This design comes from an exercise in tuning for small area on the open sky130 flow, not from production work. Function was checked by simulation only, so behaviour that the tests miss may differ from the original. Power figures rest on the tool's default switching activity, not on a simulated workload.

// scct
module scct (
    input             clk,
    input             rst,
    input      [4:0]  address,
    input             read,
    output reg [31:0] readdata,
    input      [31:0] writedata,
    input             write,
    output            irq,
    input      [7:0]  pins_i,
    output     [7:0]  pins_o
);
   reg        wv;
   reg [4:0]  wa;
   reg [31:0] wd;
   always @(posedge clk) begin
      wa <= address;
      wd <= writedata;
   end
   always @(posedge clk or posedge rst)
     if (rst) wv <= 1'b0;
     else wv <= write;
   wire wen_lo  = wv & (wa[4:2] == 3'b000);
   wire wen_ch  = wv & (wa[4:3] == 2'b01);
   wire wen_ccr = wv & wa[4] & ~wa[3];
   wire wen_ctr = wen_lo & (wa[1:0] == 2'd0);
   wire wen_psc = wen_lo & (wa[1:0] == 2'd1);
   wire wen_cie = wen_lo & (wa[1:0] == 2'd2);
   wire wen_cis = wen_lo & (wa[1:0] == 2'd3);
   wire wen_ms  = wen_ch & (wa[2:0] == 3'd0);
   wire wen_act = wen_ch & (wa[2:0] == 3'd1);
   wire wen_ie  = wen_ch & (wa[2:0] == 3'd2);
   wire wen_is  = wen_ch & (wa[2:0] == 3'd3);
   wire wen_ocf = wen_ch & (wa[2:0] == 3'd4);
   wire [31:0] ctr, psc;
   wire        chg, cie, cis;
   scct_counter u_ctr (
      .clk(clk), .rst(rst), .wd(wd),
      .wen_ctr(wen_ctr), .wen_psc(wen_psc), .wen_ie(wen_cie), .wen_is(wen_cis),
      .ctr(ctr), .chg(chg), .psc(psc), .ie(cie), .is(cis));
   wire [7:0]  sel, ie, is;
   wire [15:0] act;
   wire [31:0] cc [0:7];
   genvar k;
   generate
      for (k = 0; k < 8; k = k + 1) begin : ch
         scct_channel u_ch (
            .clk(clk), .rst(rst), .ctr(ctr), .chg(chg),
            .wd(wd), .wd_k(wd[k]), .wd_act(wd[2*k+1:2*k]),
            .wen_ms(wen_ms), .wen_act(wen_act), .wen_ie(wen_ie), .wen_is(wen_is),
            .wen_ocf(wen_ocf), .wen_cc(wen_ccr & (wa[2:0] == k)),
            .pin_i(pins_i[k]),
            .sel(sel[k]), .act(act[2*k+1:2*k]), .ie(ie[k]), .is(is[k]),
            .out(pins_o[k]), .cc(cc[k]));
      end
   endgenerate
   assign irq = cis | (|is);
   wire hit_ccr = address[4] & ~address[3];
   wire hit_lo  = (address[4:2] == 3'b000);
   wire hit_ch  = (address[4:3] == 2'b01);
   wire r_ctr = hit_lo & (address[1:0] == 2'd0);
  ...
For scale: about 2,300 cells after synthesis, roughly 90 I/O pins, ~0.021 mm² of cells after synthesis.
==> flow/config.mk <==
export PLATFORM = sky130hd
export DESIGN_NAME = scct
export DESIGN_NICKNAME = scct
export VERILOG_FILES = /design/flow/design.v
export SDC_FILE = /design/flow/constraint.sdc
export NUM_CORES = 4
export LEC_CHECK = 0
export CAP_MARGIN = 20
export CORE_MARGIN = 2
export CORE_UTILIZATION = 65
export PLACE_DENSITY = 0.75
export SLEW_MARGIN = 20
==> flow/constraint.sdc <==
create_clock -name core_clock -period 8.0 [get_ports {clk}]
set_input_delay 1.6000 -clock core_clock [delete_from_list [all_inputs] [get_ports {clk}]]
set_output_delay 1.6000 -clock core_clock [all_outputs]
set_load 0.01 [all_outputs]
standard.sh (not shown) runs the stock make flow with config.mk's settings and CLKGATE_MAP_FILE= SYNTH_SCRIPT=/design/flow/synth_recipe.tcl, a recipe that flattens the netlist after the stock synthesis.
==> flow/flow/run.sh <==
#!/bin/bash
# The standard synthesis, then its combinational logic re-mapped by ABC with
# an area-oriented script (every register stays as synthesis made it), then
# the standard layout from that netlist, with the smallest buffer on the
# ports, small repair buffers and a clock tree without dummy loads.
set -euo pipefail
R=orfs/results/$FLOW_PLATFORM/scct/base
LIB=$FLOW_HOME/platforms/$FLOW_PLATFORM/lib/sky130_fd_sc_hd__tt_025C_1v80.lib
bash standard.sh synth > standard_synth.log 2>&1
cp $R/1_2_yosys.v $R/1_2_yosys_std.v
bash flow/remap.sh $R/1_2_yosys_std.v $R/1_2_yosys.v "$LIB" flow/area.abc \
  "$FLOW_HOME/platforms/$FLOW_PLATFORM/config.mk" remap
rm -f $R/1_synth.odb $R/1_synth.sdc
export BUFFER_PORTS_ARGS="-buffer_cell sky130_fd_sc_hd__buf_1"
# clock tree: clkbuf_8 leaf buffers on clusters of up to 15 sinks, no dummy loads
export CTS_ARGS="-sink_clustering_enable -repair_clock_nets -dont_use_dummy_load -buf_list sky130_fd_sc_hd__clkbuf_8 -sink_clustering_size 15 -sink_clustering_max_diameter 50"
# repair buffers no larger than buf_2
DU="$(sed -n '/DONT_USE_CELLS/,/^$/p' $FLOW_HOME/platforms/$FLOW_PLATFORM/config.mk | tr -d '\\' | tr ' ' '\n' | grep sky130 | tr '\n' ' ')"
DU="$DU sky130_fd_sc_hd__buf_4 sky130_fd_sc_hd__buf_6 sky130_fd_sc_hd__buf_8 sky130_fd_sc_hd__buf_12 sky130_fd_sc_hd__buf_16 sky130_fd_sc_hd__bufbuf_8 sky130_fd_sc_hd__bufbuf_16"
bash standard.sh ${TARGET:-finish} "DONT_USE_CELLS=$DU" > standard_layout.log 2>&1
Other scripts of this flow, unchanged in this note and not shown: flow/flow/area.abc, flow/flow/remap.sh
The starting point completed with no timing, DRC or antenna violations.
==> next run, changes <==
--- a/flow/config.mk
+++ b/flow/config.mk
@@ -9,4 +9,4 @@
 export CORE_MARGIN = 2
-export CORE_UTILIZATION = 65
-export PLACE_DENSITY = 0.75
+export CORE_UTILIZATION = 45
+export PLACE_DENSITY = 0.6
 export SLEW_MARGIN = 20
What happened: The changed run went through all stages and came out clean. Synthesized area does not change. Global-route usage drops by 15 points. Setup slack loses 60 ps. Non-clock buffer count rose by 14. Total power is higher by 2.5%.
==> next run, changes <==
--- a/flow/flow/run.sh
+++ b/flow/flow/run.sh
@@ -4,3 +4,4 @@
 # the standard layout from that netlist, with the smallest buffer on the
-# ports, small repair buffers and a clock tree without dummy loads.
+# ports, small repair buffers, a clock tree without dummy loads and the
+# non-critical gates downsized after global routing.
 set -euo pipefail
@@ -19,2 +20,2 @@
 DU="$DU sky130_fd_sc_hd__buf_4 sky130_fd_sc_hd__buf_6 sky130_fd_sc_hd__buf_8 sky130_fd_sc_hd__buf_12 sky130_fd_sc_hd__buf_16 sky130_fd_sc_hd__bufbuf_8 sky130_fd_sc_hd__bufbuf_16"
-bash standard.sh ${TARGET:-finish} "DONT_USE_CELLS=$DU" > standard_layout.log 2>&1
+bash standard.sh ${TARGET:-finish} "DONT_USE_CELLS=$DU" RECOVER_POWER=100 > standard_layout.log 2>&1
--- a/flow/config.mk
+++ b/flow/config.mk
@@ -9,4 +9,4 @@
 export CORE_MARGIN = 2
-export CORE_UTILIZATION = 45
-export PLACE_DENSITY = 0.6
+export CORE_UTILIZATION = 50
+export PLACE_DENSITY = 0.65
 export SLEW_MARGIN = 20
Effect: With this change the flow reached the layout checks and failed them: max-capacitance violations, max-slew violations; clock power barely changes; routed wire length went down slightly; clock skew went up by 7.5 ps; critical path depth does not change; cell area went down slightly; global-route usage went up by 5.1 points; worst setup slack is worse by 51 ps; via count went up by a few percent; count of clock-buffer cells in the layout went down by 2; total power is about the same.

== old ==
Another version of the RTL of scct (not shown whole).
For scale: ~2700 cells after synthesis, roughly 24000 um^2 of cells after synthesis.
// scct
module scct (
    input             clk,
    input             rst,
    input      [4:0]  address,
    input             read,
    output reg [31:0] readdata,
    input      [31:0] writedata,
    input             write,
    output            irq,
    input      [7:0]  pins_i,
    output     [7:0]  pins_o
);
clock: 8.0 ns
lec_check: 0
cap_margin: 20
core_margin: 2
core_utilization: 45
place_density: 0.6
slew_margin: 20
run.sh (not shown) runs the stock make flow with config.mk's settings and CLKGATE_MAP_FILE= SYNTH_SCRIPT=/design/flow/synth_recipe.tcl, a recipe that flattens the netlist after the stock synthesis.
Stock flow here: none of the scripts above is used.
[inputs] new vs old
Settings: setting CTS_BUF_LIST to sky130_fd_sc_hd__clkbuf_8 for the first time; setting CTS_CLUSTER_DIAMETER to 50 for the first time; setting CTS_CLUSTER_SIZE to 15 for the first time.
==> comparison <==
Between old and new, the wire length figures differ only marginally. new -> old: synthesized cell count delta 0, exact match. ~same final-layout worst hold slack in old and new. Re cell count: no difference whatsoever between new and old. Summary of new over old: share of the core filled with cells in the final layout now sits lower; number of inserted diodes now sits higher; non-clock buffer count now sits at about the same level; sum of routed wire segments on met1 now sits lower. Average wire per standard cell of new is on par with old. Compared old against new; number of global-route vias before repair within noise.

scct, a different RTL version from the one above (not shown whole).
Size: roughly 2300 cells after synthesis, about 90 I/O pins.
clock: 8.0 ns
lec_check: 0
cap_margin: 20
core_margin: 2
core_utilization: 55
place_density: 0.7
slew_margin: 20
standard.sh (not shown) runs the stock make flow with config.mk's settings and CLKGATE_MAP_FILE= SYNTH_SCRIPT=/design/flow/synth_recipe.tcl, a recipe that flattens the netlist after the stock synthesis.
==> flow/flow/run.sh <==
#!/bin/bash
# The standard synthesis, then its combinational logic re-mapped by ABC with
# an area-oriented script (every register stays as synthesis made it), then
# the standard layout from that netlist, with the smallest buffer on the
# ports, small repair buffers and a clock tree without dummy loads.
set -euo pipefail
R=orfs/results/$FLOW_PLATFORM/scct/base
LIB=$FLOW_HOME/platforms/$FLOW_PLATFORM/lib/sky130_fd_sc_hd__tt_025C_1v80.lib
bash standard.sh synth > standard_synth.log 2>&1
cp $R/1_2_yosys.v $R/1_2_yosys_std.v
bash flow/remap.sh $R/1_2_yosys_std.v $R/1_2_yosys.v "$LIB" flow/area.abc \
  "$FLOW_HOME/platforms/$FLOW_PLATFORM/config.mk" remap
rm -f $R/1_synth.odb $R/1_synth.sdc
export BUFFER_PORTS_ARGS="-buffer_cell sky130_fd_sc_hd__buf_1"
# clock tree: clkbuf_8 leaf buffers on clusters of up to 15 sinks, no dummy loads
export CTS_ARGS="-sink_clustering_enable -repair_clock_nets -dont_use_dummy_load -buf_list sky130_fd_sc_hd__clkbuf_8 -sink_clustering_size 15 -sink_clustering_max_diameter 50"
# repair buffers no larger than buf_2
DU="$(sed -n '/DONT_USE_CELLS/,/^$/p' $FLOW_HOME/platforms/$FLOW_PLATFORM/config.mk | tr -d '\\' | tr ' ' '\n' | grep sky130 | tr '\n' ' ')"
DU="$DU sky130_fd_sc_hd__buf_4 sky130_fd_sc_hd__buf_6 sky130_fd_sc_hd__buf_8 sky130_fd_sc_hd__buf_12 sky130_fd_sc_hd__buf_16 sky130_fd_sc_hd__bufbuf_8 sky130_fd_sc_hd__bufbuf_16"
bash standard.sh ${TARGET:-finish} "DONT_USE_CELLS=$DU" > standard_layout.log 2>&1
Other scripts of this flow, unchanged in this note and not shown: flow/flow/area.abc, flow/flow/remap.sh
The starting point finished clean.
Next try:
Settings changed: CORE_UTILIZATION 55 to 45, PLACE_DENSITY 0.7 to 0.6.
Outcome: Non-clock buffer count rose by 4. Total power rose by 1.3%. Register-to-register slack degrades by 80 ps. Cell area rose by 0.62%. Core utilization fell by 11 points. Count of clock-buffer cells in the layout rose by 3.

-- separate check: timing with driven ports --
Ports are ideal in the flow. The routed layouts listed here were re-timed in OpenROAD. Step 1 sets driving cells, clkbuf_16 on the clock port and buf_2 on the other inputs (assumed; they add their load-dependent delay and slew). Step 2 times the ports against the registers' clock, not the clock port: input delays grow and output delays shrink by t, the midpoint of the rising clock arrivals with the driver on. Three values: ideal ports, drivers, drivers and shift; two values: the first two.
run | shift t [ns] | setup slack, ns | worst register clock-pin slew, ns
the first run of note 1 | 0.675 | 1.870 / 1.870 / 1.870 | 0.10 / 0.10
the second run of note 1 | 0.730 | 1.810 / 1.810 / 1.810 | 0.10 / 0.10
the third run of note 1 | 0.752 | 1.759 / 1.759 / 1.320 | 0.10 / 0.10
old | 0.693 | 2.844 / 2.844 / 2.831 | 0.07 / 0.07
new | 0.768 | 2.836 / 2.836 / 2.811 | 0.11 / 0.11
the first run of note 3 | 0.740 | 1.474 / 1.474 / 1.474 | 0.10 / 0.10
the second run of note 3 | 0.748 | 1.395 / 1.395 / 1.395 | 0.11 / 0.11
The setup slack of the third run of note 1, which loses most, moves by 0.000 ns with the drivers and by -0.439 ns with both steps.
